Context: an optimization exercise on an open-source flow, tuned for small area. The choices shown serve that exercise and are no tape-out recipe. Function was checked by simulation only, so behaviour that the tests miss may differ from the original. The clock port is modelled as an ideal driver; clocking choices that lean on that would not hold on a real chip. Power and IR drop assume default switching activity.

==> run a: inputs <==
## battleship
module battleship (
  input            clk,
  input            rst,
  input            start,
  input      [1:0] X,
  input      [1:0] Y,
  input            pAb,
  input            pBb,
  output reg [7:0] disp0,
  output reg [7:0] disp1,
  output reg [7:0] disp2,
  output reg [7:0] disp3,
  output reg [7:0] led
);
clock: 10.0 ns
lec_check: 0
abc_area: 1
cap_margin: 20
core_margin: 2
core_utilization: 78
slew_margin: 20
standard.sh (not shown) runs the stock make flow with config.mk's settings and CLKGATE_MAP_FILE= SYNTH_SCRIPT=/design/flow/synth_recipe.tcl, a recipe that flattens the netlist after the stock synthesis.
==> flow/flow/run.sh <==
#!/bin/bash
# Layout flow: the standard synthesis; then the combinational logic between
# the registers is mapped again by ABC for area with a few scripts
# (flow/reopt*.abc; registers, their names and cell types untouched) and the
# smallest result is kept; then the standard layout, with the smallest
# buffer on the ports and, in place of TritonCTS, a clock tree of one buffer
# level (flow/clock.tcl). Each tool's output goes to a log file here.
set -euo pipefail
W=$PWD
PLAT=${FLOW_PLATFORM:-sky130hd}
RES=$W/orfs/results/$PLAT/battleship/base
PDIR=$FLOW_HOME/platforms/$PLAT
LIB=$PDIR/lib/sky130_fd_sc_hd__tt_025C_1v80.lib
NCLK=${NCLK:-4}
CLKBUF=${CLKBUF:-sky130_fd_sc_hd__clkbuf_8}
PORTBUF="BUFFER_PORTS_ARGS=-buffer_cell sky130_fd_sc_hd__buf_1"

# 1. standard synthesis
bash standard.sh synth > $W/run_synth.log 2>&1
cp $RES/1_2_yosys.v $W/synth_standard.v

# 2. remap the combinational logic, one run per script, in parallel
for s in $W/flow/reopt*.abc; do
  n=$(basename $s .abc)
  cat > $W/$n.ys <<EOY
read_liberty -ignore_miss_func $LIB
read_verilog -defer $W/synth_standard.v
hierarchy -top $FLOW_TOP
setattr -mod -set keep_hierarchy 1 sky130_fd_sc_hd__df* sky130_fd_sc_hd__edf* sky130_fd_sc_hd__sdf*
flatten
delete t:\$scopeinfo
opt_clean
abc -liberty $LIB -dont_use *probe* -dont_use *lpflow* -dont_use *clkdly* -dont_use *dlygate* -dont_use *clkbuf* -dont_use *bufinv* -script $s
opt_clean -purge
setundef -zero
splitnets
hilomap -singleton -hicell sky130_fd_sc_hd__conb_1 HI -locell sky130_fd_sc_hd__conb_1 LO
insbuf -buf sky130_fd_sc_hd__buf_1 A X
opt_clean -purge
blackbox sky130_fd_sc_hd__*
tee -o $W/${n}_stat.txt stat -liberty $LIB
write_verilog -noattr -nohex -nodec $W/synth_$n.v
EOY
  (timeout 600 yosys -s $W/$n.ys > $W/run_$n.log 2>&1 || true) &
done
wait
best=""; barea=""
for s in $W/flow/reopt*.abc; do
  n=$(basename $s .abc)
  a=$(grep -o "Chip area for module '\\\\$FLOW_TOP': [0-9.]*" $W/${n}_stat.txt 2>/dev/null | awk '{print $NF}' || true)
  echo "$n: ${a:-failed}" >> $W/reopt_choice.log
  if [[ -n "$a" && -s $W/synth_$n.v ]] && { [[ -z "$barea" ]] || awk "BEGIN{exit !($a < $barea)}"; }; then best=$n; barea=$a; fi
done
echo "kept $best ($barea)" >> $W/reopt_choice.log
test -n "$best"
cp $W/synth_$best.v $RES/1_2_yosys.v
rm -f $RES/1_synth.odb $RES/1_synth.sdc

# 3. floorplan and placement
bash standard.sh "$PORTBUF" place > $W/run_place.log 2>&1

# 4. clock buffers
RES=$RES LIB=$LIB PLATFORM_DIR=$PDIR CLKBUF=$CLKBUF NCLK=$NCLK CLKNET=clk \
  openroad -no_init -exit $W/flow/clock.tcl > $W/run_clock.log 2>&1
test -f $RES/4_1_cts.odb

# 5. routing and the rest of the standard layout
bash standard.sh "$PORTBUF" finish > $W/run_layout.log 2>&1
test -f $W/out/final.def
==> flow/flow/clock.tcl <==
# Clock buffering in place of TritonCTS: the registers are split into NCLK
# groups of equal size by location (balanced k-means), and the clock port drives one buffer per
# group, placed at the group's centre, which drives the group's registers.
# Reads 3_place.odb, writes 4_1_cts.odb and 4_cts.sdc like ORFS's cts step.
set res $::env(RES)
set k $::env(NCLK)
read_liberty $::env(LIB)
read_db $res/3_place.odb
read_sdc $res/3_place.sdc
source $::env(PLATFORM_DIR)/setRC.tcl

set block [ord::get_db_block]
set dbu [$block getDbUnitsPerMicron]
set pts {}
foreach inst [$block getInsts] {
  if {[[$inst getMaster] isSequential]} {
    set b [$inst getBBox]
    set cp ""
    foreach it [$inst getITerms] {
      set net [$it getNet]
      if {$net != "NULL" && [$net getName] eq $::env(CLKNET)} { set cp "[$inst getName]/[[$it getMTerm] getName]" }
    }
    if {$cp eq ""} { error "no clock pin on [$inst getName]" }
    lappend pts [list [expr {([$b xMin] + [$b xMax]) / 2.0 / $dbu}] [expr {([$b yMin] + [$b yMax]) / 2.0 / $dbu}] $cp]
  }
}
set n [llength $pts]
puts "registers: $n, groups: $k"
# k-means, started from points spread along the sorted x order
set sorted [lsort -real -index 0 $pts]
set cs {}
for {set i 0} {$i < $k} {incr i} {
  set p [lindex $sorted [expr {int(($i + 0.5) * $n / $k)}]]
  lappend cs [list [lindex $p 0] [lindex $p 1]]
}
# balanced k-means: each group takes at most ceil(n/k) registers, assigned
# greedily by distance to the group centres
set cap [expr {int(ceil(double($n) / $k))}]
for {set iter 0} {$iter < 30} {incr iter} {
  set pairs {}
  for {set j 0} {$j < $n} {incr j} {
    set p [lindex $pts $j]
    for {set i 0} {$i < $k} {incr i} {
      set c [lindex $cs $i]
      lappend pairs [list [expr {pow([lindex $p 0] - [lindex $c 0], 2) + pow([lindex $p 1] - [lindex $c 1], 2)}] $j $i]
    }
  }
  set pairs [lsort -real -index 0 $pairs]
  set groups {}; set size {}
  for {set i 0} {$i < $k} {incr i} { lappend groups {}; lappend size 0 }
  array unset done; array set done {}
  foreach pr $pairs {
    set j [lindex $pr 1]; set i [lindex $pr 2]
    if {[info exists done($j)] || [lindex $size $i] >= $cap} { continue }
    set done($j) 1
    lset size $i [expr {[lindex $size $i] + 1}]
    lset groups $i [concat [lindex $groups $i] [list [lindex $pts $j]]]
  }
  set ncs {}
  for {set i 0} {$i < $k} {incr i} {
    set g [lindex $groups $i]
    if {[llength $g] == 0} { lappend ncs [lindex $cs $i]; continue }
    set sx 0; set sy 0
    foreach p $g { set sx [expr {$sx + [lindex $p 0]}]; set sy [expr {$sy + [lindex $p 1]}] }
    lappend ncs [list [expr {$sx / [llength $g]}] [expr {$sy / [llength $g]}]]
  }
  set cs $ncs
}
for {set i 0} {$i < $k} {incr i} {
  set g [lindex $groups $i]
  if {[llength $g] == 0} { continue }
  set pins {}
  foreach p $g { lappend pins [get_pins [lindex $p 2]] }
  set c [lindex $cs $i]
  puts "group $i: [llength $g] registers, buffer at $c"
  insert_buffer -buffer_cell $::env(CLKBUF) -net $::env(CLKNET) -load_pins $pins \
    -buffer_name clkbuf_$i -net_name clknet_$i -location $c
}
set nb 0
foreach inst [$block getInsts] {
  if {[string match clkbuf_* [$inst getName]]} {
    incr nb
    foreach it [$inst getITerms] {
      set net [$it getNet]
      if {$net != "NULL" && ![$net isSpecial]} { $net setSigType CLOCK }
    }
  }
}
if {$nb == 0} { error "no clock buffer inserted" }
detailed_placement
check_placement -verbose
write_db $res/4_1_cts.odb
write_sdc -no_timestamp $res/4_cts.sdc
Other scripts of this flow, unchanged in this note and not shown: flow/flow/reopt0.abc, flow/flow/reopt1.abc, flow/flow/reopt2.abc
==> run b: changes against run a <==
--- a/flow/design.v
+++ b/flow/design.v
@@ -32,59 +32,59 @@
 reg [6:0]  timer;
 reg [3:0]  index;
 reg        A_won;      
 reg        B_won;
 reg        z;
 wire       p = state[4];
 wire [3:0] k = state[3:0];
 wire is_IDLE = (~k[0] & ~k[1] & ~k[2] & ~k[3]);
-wire is_SHOW1 = (~k[0] & ~k[1] & k[2] & ~k[3]);
+wire is_SHOW1 = (~k[0] & k[1] & ~k[2] & ~k[3]);
 wire is_IN1 = (~k[1] & ~k[2] & k[3]);
-wire is_ERR1 = (k[0] & k[1] & k[3]);
+wire is_ERR1 = (~k[0] & k[1] & k[2] & k[3]);
 wire is_SHOW2 = (k[0] & ~k[1] & ~k[2]);
 wire is_IN2 = (~k[0] & ~k[1] & k[2] & k[3]);
-wire is_ERR2 = (~k[0] & k[1] & k[2] & k[3]);
+wire is_ERR2 = (k[0] & k[1] & k[3]);
 wire is_SCORE = (~k[0] & k[1] & k[2] & ~k[3]);
 wire is_SHOOT = (k[0] & ~k[1] & k[3]);
 wire is_SINK = (k[0] & k[1] & k[2] & ~k[3]);
 wire is_WIN = (k[0] & ~k[1] & k[2] & ~k[3]);
-wire is_ROUND = (~k[0] & k[1] & ~k[2] & ~k[3]);
-wire is_GO = (k[0] & k[1] & ~k[2]);
-wire is_GO1 = (k[1] & ~k[2] & k[3]);
-wire g_show  = (k[0] & ~k[1] & ~k[2]) | (~k[0] & ~k[1] & k[2] & ~k[3]);
+wire is_ROUND = (k[1] & ~k[2] & k[3]);
+wire is_GO = (~k[0] & ~k[1] & k[2] & ~k[3]);
+wire is_GO1 = (k[0] & k[1] & ~k[2]);
+wire g_show  = (k[0] & ~k[1] & ~k[2]) | (~k[0] & k[1] & ~k[2] & ~k[3]);
 wire g_in    = (~k[0] & ~k[1] & k[3]);
 wire g_err   = (k[1] & k[2] & k[3]);
 wire g_act   = (~k[1] & k[3]);
 wire g_sc    = (k[0] & k[2] & ~k[3]);
-wire g_d140  = (k[0] & k[2] & ~k[3]) | (k[1] & ~k[3]) | (k[1] & ~k[2]);
+wire g_d140  = (k[2] & ~k[3]) | (k[1] & ~k[2] & k[3]) | (k[0] & k[1] & ~k[2]);
 wire g_let   = (k[1] & ~k[2]) | (~k[1] & k[2] & ~k[3]) | (k[0] & ~k[2]);
-wire g_l99   = (~k[0] & ~k[1] & ~k[3]) | (k[1] & k[2] & k[3]) | (~k[1] & ~k[2] & ~k[3]);
-wire g_lAA   = (k[0] & ~k[1] & k[2] & ~k[3]) | (~k[0] & k[1] & ~k[3]) | (k[0] & k[1] & ~k[2]);
-wire g_go    = (k[1] & ~k[2] & k[3]) | (k[0] & k[1] & ~k[2]);
-wire sel30   = (~k[1] & ~k[2]) | (~k[0] & ~k[1]) | (k[2] & k[3]);
-wire sel100  = (~k[0] & ~k[2] & ~k[3]);
+wire g_l99   = (~k[0] & ~k[2] & ~k[3]) | (k[1] & k[2] & k[3]) | (~k[1] & ~k[2] & ~k[3]);
+wire g_lAA   = (k[1] & ~k[2] & k[3]) | (~k[1] & k[2] & ~k[3]) | (~k[0] & k[2] & ~k[3]);
+wire g_go    = (k[0] & k[1] & ~k[2]) | (~k[0] & ~k[1] & k[2] & ~k[3]);
+wire sel30   = (~k[1] & ~k[2]) | (~k[0] & ~k[2] & ~k[3]) | (k[2] & k[3]);
+wire sel100  = k[3];
 wire t30  = timer[0] & timer[3] & timer[4] & timer[5];
 wire t50  = timer[0] & ~timer[1] & timer[2] & ~timer[3];
 wire t100 = ~timer[0] & ~timer[1] & ~timer[2] & ~timer[3] & timer[6];
 wire done = sel30 ? t30 : sel100 ? t100 : t50;
 wire btn  = p ? pBb : pAb;
 wire tgtB = p ^ is_SHOOT;                  
 wire hit  = tgtB ? mapB[index] : mapA[index];
 wire cnt3 = p ? (cs_B[1:0] == 2'd3) : (cs_A[1:0] == 2'd3);
 wire act  = g_act & btn;
 wire won  = p ? B_won : A_won;
 wire sc2  = p ? cs_B[2] : cs_A[2];
 wire clr_all = is_IDLE | (is_ROUND & t100);
 wire fire = is_IDLE ? start : g_act ? (btn & (is_SHOOT | hit | cnt3 | p)) : done;
 wire [4:0] tgt;
-assign tgt[0] = (k[1] & k[2] & ~k[3]) | (k[1] & ~k[2] & k[3]) | (k[0] & ~k[1] & k[3]) | (~k[2] & k[3] & hit) | (k[0] & k[2] & ~k[3] & won) | (~k[2] & k[3] & cnt3);
-assign tgt[1] = (k[0] & k[1] & ~k[2]) | (k[0] & ~k[1] & k[2]) | (k[1] & ~k[2] & k[3]) | (~k[1] & k[3] & hit) | (~k[1] & k[2] & k[3] & cnt3);
-assign tgt[2] = (k[1] & k[2] & ~k[3]) | (~k[0] & k[2] & k[3]) | (~k[0] & ~k[2] & ~k[3]) | (~k[1] & ~k[2] & hit) | (k[0] & ~k[1] & k[3]) | (~k[1] & ~k[2] & ~k[3]);
-assign tgt[3] = (k[0] & ~k[2]) | (~k[0] & k[2] & ~k[3]) | (k[1] & k[2] & k[3]) | (~k[0] & ~k[1] & k[3] & hit) | (k[0] & k[1] & ~sc2) | (~k[0] & ~k[1] & k[3] & ~cnt3);
+assign tgt[0] = (k[1] & k[2] & ~k[3]) | (k[0] & ~k[1] & k[3]) | (~k[0] & k[2] & ~k[3]) | (~k[0] & ~k[1] & k[2] & hit) | (~k[1] & ~k[2] & k[3] & ~hit & cnt3);
+assign tgt[1] = (k[1] & ~k[2] & k[3]) | (~k[0] & ~k[1] & ~k[3]) | (k[0] & ~k[1] & k[3]) | (~k[0] & ~k[1] & hit) | (~k[1] & k[2] & ~k[3] & ~won) | (~k[0] & ~k[1] & k[2] & cnt3);
+assign tgt[2] = (k[0] & ~k[2]) | (k[1] & k[2] & ~k[3]) | (~k[1] & k[2] & k[3]) | (~k[1] & k[3] & hit) | (k[0] & won) | (k[0] & k[1]);
+assign tgt[3] = (~k[0] & k[1] & ~k[3]) | (k[0] & ~k[1] & ~k[3] & ~won) | (k[0] & ~k[1] & ~k[2]) | (k[1] & k[2] & ~sc2) | (k[1] & k[2] & k[3]) | (~k[0] & ~k[1] & k[3] & hit) | (~k[0] & ~k[1] & k[3] & ~cnt3);
 wire flip = (k[0] & k[1] & k[2] & ~k[3] & ~sc2) | (~k[0] & ~k[1] & k[3] & ~hit & cnt3);
 assign tgt[4] = p ^ flip;
 always @(posedge clk or posedge rst) begin
   if (rst) begin
     state <= 5'd0;
     next_state <= 5'd0;
   end else begin
     state <= next_state;
==> run c: changes against run a <==
--- a/flow/design.v
+++ b/flow/design.v
@@ -34,58 +34,58 @@
 reg        A_won;      
 reg        B_won;
 reg        z;
 wire       p = state[4];
 wire [3:0] k = state[3:0];
 wire is_IDLE = (~k[0] & ~k[1] & ~k[2] & ~k[3]);
 wire is_SHOW1 = (~k[0] & ~k[1] & k[2] & ~k[3]);
 wire is_IN1 = (~k[1] & ~k[2] & k[3]);
-wire is_ERR1 = (k[0] & k[1] & k[3]);
-wire is_SHOW2 = (k[0] & ~k[1] & ~k[2]);
+wire is_ERR1 = (~k[0] & k[1] & k[2] & ~k[3]);
+wire is_SHOW2 = (k[0] & k[1] & k[2] & ~k[3]);
 wire is_IN2 = (~k[0] & ~k[1] & k[2] & k[3]);
 wire is_ERR2 = (~k[0] & k[1] & k[2] & k[3]);
-wire is_SCORE = (~k[0] & k[1] & k[2] & ~k[3]);
+wire is_SCORE = (k[0] & k[1] & k[3]);
 wire is_SHOOT = (k[0] & ~k[1] & k[3]);
-wire is_SINK = (k[0] & k[1] & k[2] & ~k[3]);
+wire is_SINK = (k[0] & ~k[1] & ~k[2]);
 wire is_WIN = (k[0] & ~k[1] & k[2] & ~k[3]);
 wire is_ROUND = (~k[0] & k[1] & ~k[2] & ~k[3]);
 wire is_GO = (k[0] & k[1] & ~k[2]);
 wire is_GO1 = (k[1] & ~k[2] & k[3]);
-wire g_show  = (k[0] & ~k[1] & ~k[2]) | (~k[0] & ~k[1] & k[2] & ~k[3]);
+wire g_show  = (~k[0] & ~k[1] & k[2] & ~k[3]) | (k[0] & k[1] & k[2] & ~k[3]);
 wire g_in    = (~k[0] & ~k[1] & k[3]);
-wire g_err   = (k[1] & k[2] & k[3]);
+wire g_err   = (~k[0] & k[1] & k[2]);
 wire g_act   = (~k[1] & k[3]);
-wire g_sc    = (k[0] & k[2] & ~k[3]);
-wire g_d140  = (k[0] & k[2] & ~k[3]) | (k[1] & ~k[3]) | (k[1] & ~k[2]);
-wire g_let   = (k[1] & ~k[2]) | (~k[1] & k[2] & ~k[3]) | (k[0] & ~k[2]);
-wire g_l99   = (~k[0] & ~k[1] & ~k[3]) | (k[1] & k[2] & k[3]) | (~k[1] & ~k[2] & ~k[3]);
-wire g_lAA   = (k[0] & ~k[1] & k[2] & ~k[3]) | (~k[0] & k[1] & ~k[3]) | (k[0] & k[1] & ~k[2]);
+wire g_sc    = (k[0] & ~k[1] & ~k[3]);
+wire g_d140  = (k[1] & ~k[2]) | (k[0] & ~k[1] & ~k[3]) | (k[0] & k[1] & k[3]);
+wire g_let   = (k[1] & ~k[2]) | (~k[1] & k[2] & ~k[3]) | (k[0] & k[1] & ~k[3]);
+wire g_l99   = (~k[0] & ~k[1] & ~k[3]) | (k[1] & k[2] & ~k[3]) | (~k[0] & k[1] & k[2]);
+wire g_lAA   = (k[1] & ~k[2] & ~k[3]) | (k[0] & ~k[1] & k[2] & ~k[3]) | (k[0] & k[1] & k[3]);
 wire g_go    = (k[1] & ~k[2] & k[3]) | (k[0] & k[1] & ~k[2]);
-wire sel30   = (~k[1] & ~k[2]) | (~k[0] & ~k[1]) | (k[2] & k[3]);
-wire sel100  = (~k[0] & ~k[2] & ~k[3]);
+wire sel30   = (~k[0] & k[2]) | (k[1] & k[2] & ~k[3]);
+wire sel100  = (~k[0] & ~k[3]);
 wire t30  = timer[0] & timer[3] & timer[4] & timer[5];
 wire t50  = timer[0] & ~timer[1] & timer[2] & ~timer[3];
 wire t100 = ~timer[0] & ~timer[1] & ~timer[2] & ~timer[3] & timer[6];
 wire done = sel30 ? t30 : sel100 ? t100 : t50;
 wire btn  = p ? pBb : pAb;
 wire tgtB = p ^ is_SHOOT;                  
 wire hit  = tgtB ? mapB[index] : mapA[index];
 wire cnt3 = p ? (cs_B[1:0] == 2'd3) : (cs_A[1:0] == 2'd3);
 wire act  = g_act & btn;
 wire won  = p ? B_won : A_won;
 wire sc2  = p ? cs_B[2] : cs_A[2];
 wire clr_all = is_IDLE | (is_ROUND & t100);
 wire fire = is_IDLE ? start : g_act ? (btn & (is_SHOOT | hit | cnt3 | p)) : done;
 wire [4:0] tgt;
-assign tgt[0] = (k[1] & k[2] & ~k[3]) | (k[1] & ~k[2] & k[3]) | (k[0] & ~k[1] & k[3]) | (~k[2] & k[3] & hit) | (k[0] & k[2] & ~k[3] & won) | (~k[2] & k[3] & cnt3);
-assign tgt[1] = (k[0] & k[1] & ~k[2]) | (k[0] & ~k[1] & k[2]) | (k[1] & ~k[2] & k[3]) | (~k[1] & k[3] & hit) | (~k[1] & k[2] & k[3] & cnt3);
-assign tgt[2] = (k[1] & k[2] & ~k[3]) | (~k[0] & k[2] & k[3]) | (~k[0] & ~k[2] & ~k[3]) | (~k[1] & ~k[2] & hit) | (k[0] & ~k[1] & k[3]) | (~k[1] & ~k[2] & ~k[3]);
-assign tgt[3] = (k[0] & ~k[2]) | (~k[0] & k[2] & ~k[3]) | (k[1] & k[2] & k[3]) | (~k[0] & ~k[1] & k[3] & hit) | (k[0] & k[1] & ~sc2) | (~k[0] & ~k[1] & k[3] & ~cnt3);
-wire flip = (k[0] & k[1] & k[2] & ~k[3] & ~sc2) | (~k[0] & ~k[1] & k[3] & ~hit & cnt3);
+assign tgt[0] = (k[0] & ~k[1] & ~k[2]) | (k[0] & k[3]) | (k[1] & ~k[2] & k[3]) | (~k[1] & k[3] & ~hit & cnt3) | (k[0] & ~k[1] & won);
+assign tgt[1] = (k[0] & k[1] & ~k[2]) | (k[0] & ~k[1] & k[2] & ~k[3]) | (k[1] & ~k[2] & k[3]) | (~k[0] & ~k[1] & k[3] & hit) | (~k[0] & ~k[1] & k[3] & cnt3);
+assign tgt[2] = (~k[0] & ~k[2] & ~k[3]) | (k[0] & k[1] & k[2]) | (~k[0] & k[2] & k[3]) | (~k[1] & ~k[2] & hit) | (~k[1] & ~k[2] & cnt3) | (~k[1] & ~k[2] & ~k[3]);
+assign tgt[3] = (k[0] & ~k[2] & ~sc2) | (~k[0] & k[2]) | (k[0] & k[1]) | (~k[0] & ~k[1] & p & ~hit & ~cnt3);
+wire flip = (k[0] & ~k[1] & ~k[2] & ~sc2) | (~k[0] & ~k[1] & k[3] & ~hit & cnt3);
 assign tgt[4] = p ^ flip;
 always @(posedge clk or posedge rst) begin
   if (rst) begin
     state <= 5'd0;
     next_state <= 5'd0;
   end else begin
     state <= next_state;
     if (fire) next_state <= tgt;
--- a/flow/flow/run.sh
+++ b/flow/flow/run.sh
@@ -8,16 +8,18 @@
 set -euo pipefail
 W=$PWD
 PLAT=${FLOW_PLATFORM:-sky130hd}
 RES=$W/orfs/results/$PLAT/battleship/base
 PDIR=$FLOW_HOME/platforms/$PLAT
 LIB=$PDIR/lib/sky130_fd_sc_hd__tt_025C_1v80.lib
 NCLK=${NCLK:-4}
 CLKBUF=${CLKBUF:-sky130_fd_sc_hd__clkbuf_8}
+CLKBUF_BIG=${CLKBUF_BIG:-sky130_fd_sc_hd__clkbuf_16}
+CLKSLEW_PS=${CLKSLEW_PS:-75}
 PORTBUF="BUFFER_PORTS_ARGS=-buffer_cell sky130_fd_sc_hd__buf_1"
 
 # 1. standard synthesis
 bash standard.sh synth > $W/run_synth.log 2>&1
 cp $RES/1_2_yosys.v $W/synth_standard.v
 
 # 2. remap the combinational logic, one run per script, in parallel
 for s in $W/flow/reopt*.abc; do
@@ -56,14 +58,15 @@
 cp $W/synth_$best.v $RES/1_2_yosys.v
 rm -f $RES/1_synth.odb $RES/1_synth.sdc
 
 # 3. floorplan and placement
 bash standard.sh "$PORTBUF" place > $W/run_place.log 2>&1
 
 # 4. clock buffers
 RES=$RES LIB=$LIB PLATFORM_DIR=$PDIR CLKBUF=$CLKBUF NCLK=$NCLK CLKNET=clk \
+  CLKBUF_BIG=$CLKBUF_BIG CLKSLEW_PS=$CLKSLEW_PS \
   openroad -no_init -exit $W/flow/clock.tcl > $W/run_clock.log 2>&1
 test -f $RES/4_1_cts.odb
 
 # 5. routing and the rest of the standard layout
 bash standard.sh "$PORTBUF" finish > $W/run_layout.log 2>&1
 test -f $W/out/final.def
--- a/flow/flow/clock.tcl
+++ b/flow/flow/clock.tcl
@@ -83,11 +83,39 @@
     foreach it [$inst getITerms] {
       set net [$it getNet]
       if {$net != "NULL" && ![$net isSpecial]} { $net setSigType CLOCK }
     }
   }
 }
 if {$nb == 0} { error "no clock buffer inserted" }
 detailed_placement
+# a buffer whose registers see a slow clock edge (placement estimate) is
+# replaced by the next larger size
+estimate_parasitics -placement
+set_propagated_clock [all_clocks]
+set up 0
+foreach inst [$block getInsts] {
+  if {![string match clkbuf_* [$inst getName]]} { continue }
+  set worst 0
+  foreach it [$inst getITerms] {
+    if {![$it isOutputSignal]} { continue }
+    foreach sink [[$it getNet] getITerms] {
+      if {$sink eq $it} { continue }
+      set pin [get_pins [$sink getName]]
+      foreach edge {rise fall} {
+        set s [expr {[sta::time_ui_sta [get_property $pin slew_max_$edge]] * 1e12}]
+        set worst [expr {max($worst, $s)}]
+      }
+    }
+  }
+  puts "[$inst getName] [[$inst getMaster] getName]: estimated clock slew [format %.1f $worst] ps"
+  if {$worst > $::env(CLKSLEW_PS)} {
+    replace_cell $inst $::env(CLKBUF_BIG)
+    puts "  replaced by $::env(CLKBUF_BIG)"
+    incr up
+  }
+}
+unset_propagated_clock [all_clocks]
+if {$up} { detailed_placement }
 check_placement -verbose
 write_db $res/4_1_cts.odb
 write_sdc -no_timestamp $res/4_cts.sdc
==> comparison table <==
DR WL met3: run b 1.10 mm; run a 1.36 mm; run c 1.10 mm
Number of global-route vias before repair: run b 2751; run a 2952; run c 2666
Vias after detailed routing: run b 3039; run a 3179; run c 3021
Result of the run: run b timing/DRC/antenna clean; run a timing/DRC/antenna clean; run c timing/DRC/antenna clean
Seq. pwr: run b 0.000391 W; run a 0.000407 W; run c 0.000409 W
Syn_area_per_cell: run b 8.85 um2; run a 9.04 um2; run c 8.84 um2
Average via count per standard cell: run b 6.91; run a 7.36; run c 6.90
Area of the mapped netlist: run b 3040 um2; run a 3040 um2; run c 3010 um2
Clk pwr share: run b 0.097; run a 0.101; run c 0.092
Multi-input combinational gate total: run b 270; run a 263; run c 264
Routed metal-1 wirelength: run b 3.07 mm; run a 3.06 mm; run c 2.91 mm
Layout net count: run b 403; run a 395; run c 401
Share of the clock period used by the worst path after layout: run b 0.497; run a 0.496; run c 0.476
Die outline area: run b 4420 um2; run a 4410 um2; run c 4380 um2

what the ideal ports hide:
The results above use ideal ports. As a check the final layouts listed here were re-extracted and re-timed, cells and wires unchanged.
Step 1: set_driving_cell puts a clkbuf_16 on clk and a buf_2 on each other input, an assumption about the parent block.
Step 2 moves the port delays by t, midway between the first and last clock arrival at a register: inputs arrive t later, outputs are due t later. That takes back most of the time a late clock gives input paths.
Three values: ideal ports, drivers, drivers and shift; two values: the first two.
| run | t, ns | slack for setup (ns) | worst setup path after step 2 | worst register clock-pin slew, ns |
|---|---|---|---|---|
| run a | 0.223 | 5.037 / 4.974 / 5.197 | register to output | 0.12 / 0.12 |
| run b | 0.214 | 5.027 / 4.965 / 5.179 | register to output | 0.10 / 0.10 |
| run c | 0.213 | 5.239 / 5.177 / 5.244 | input to output | 0.10 / 0.10 |
After both steps every run listed still meets setup and hold.
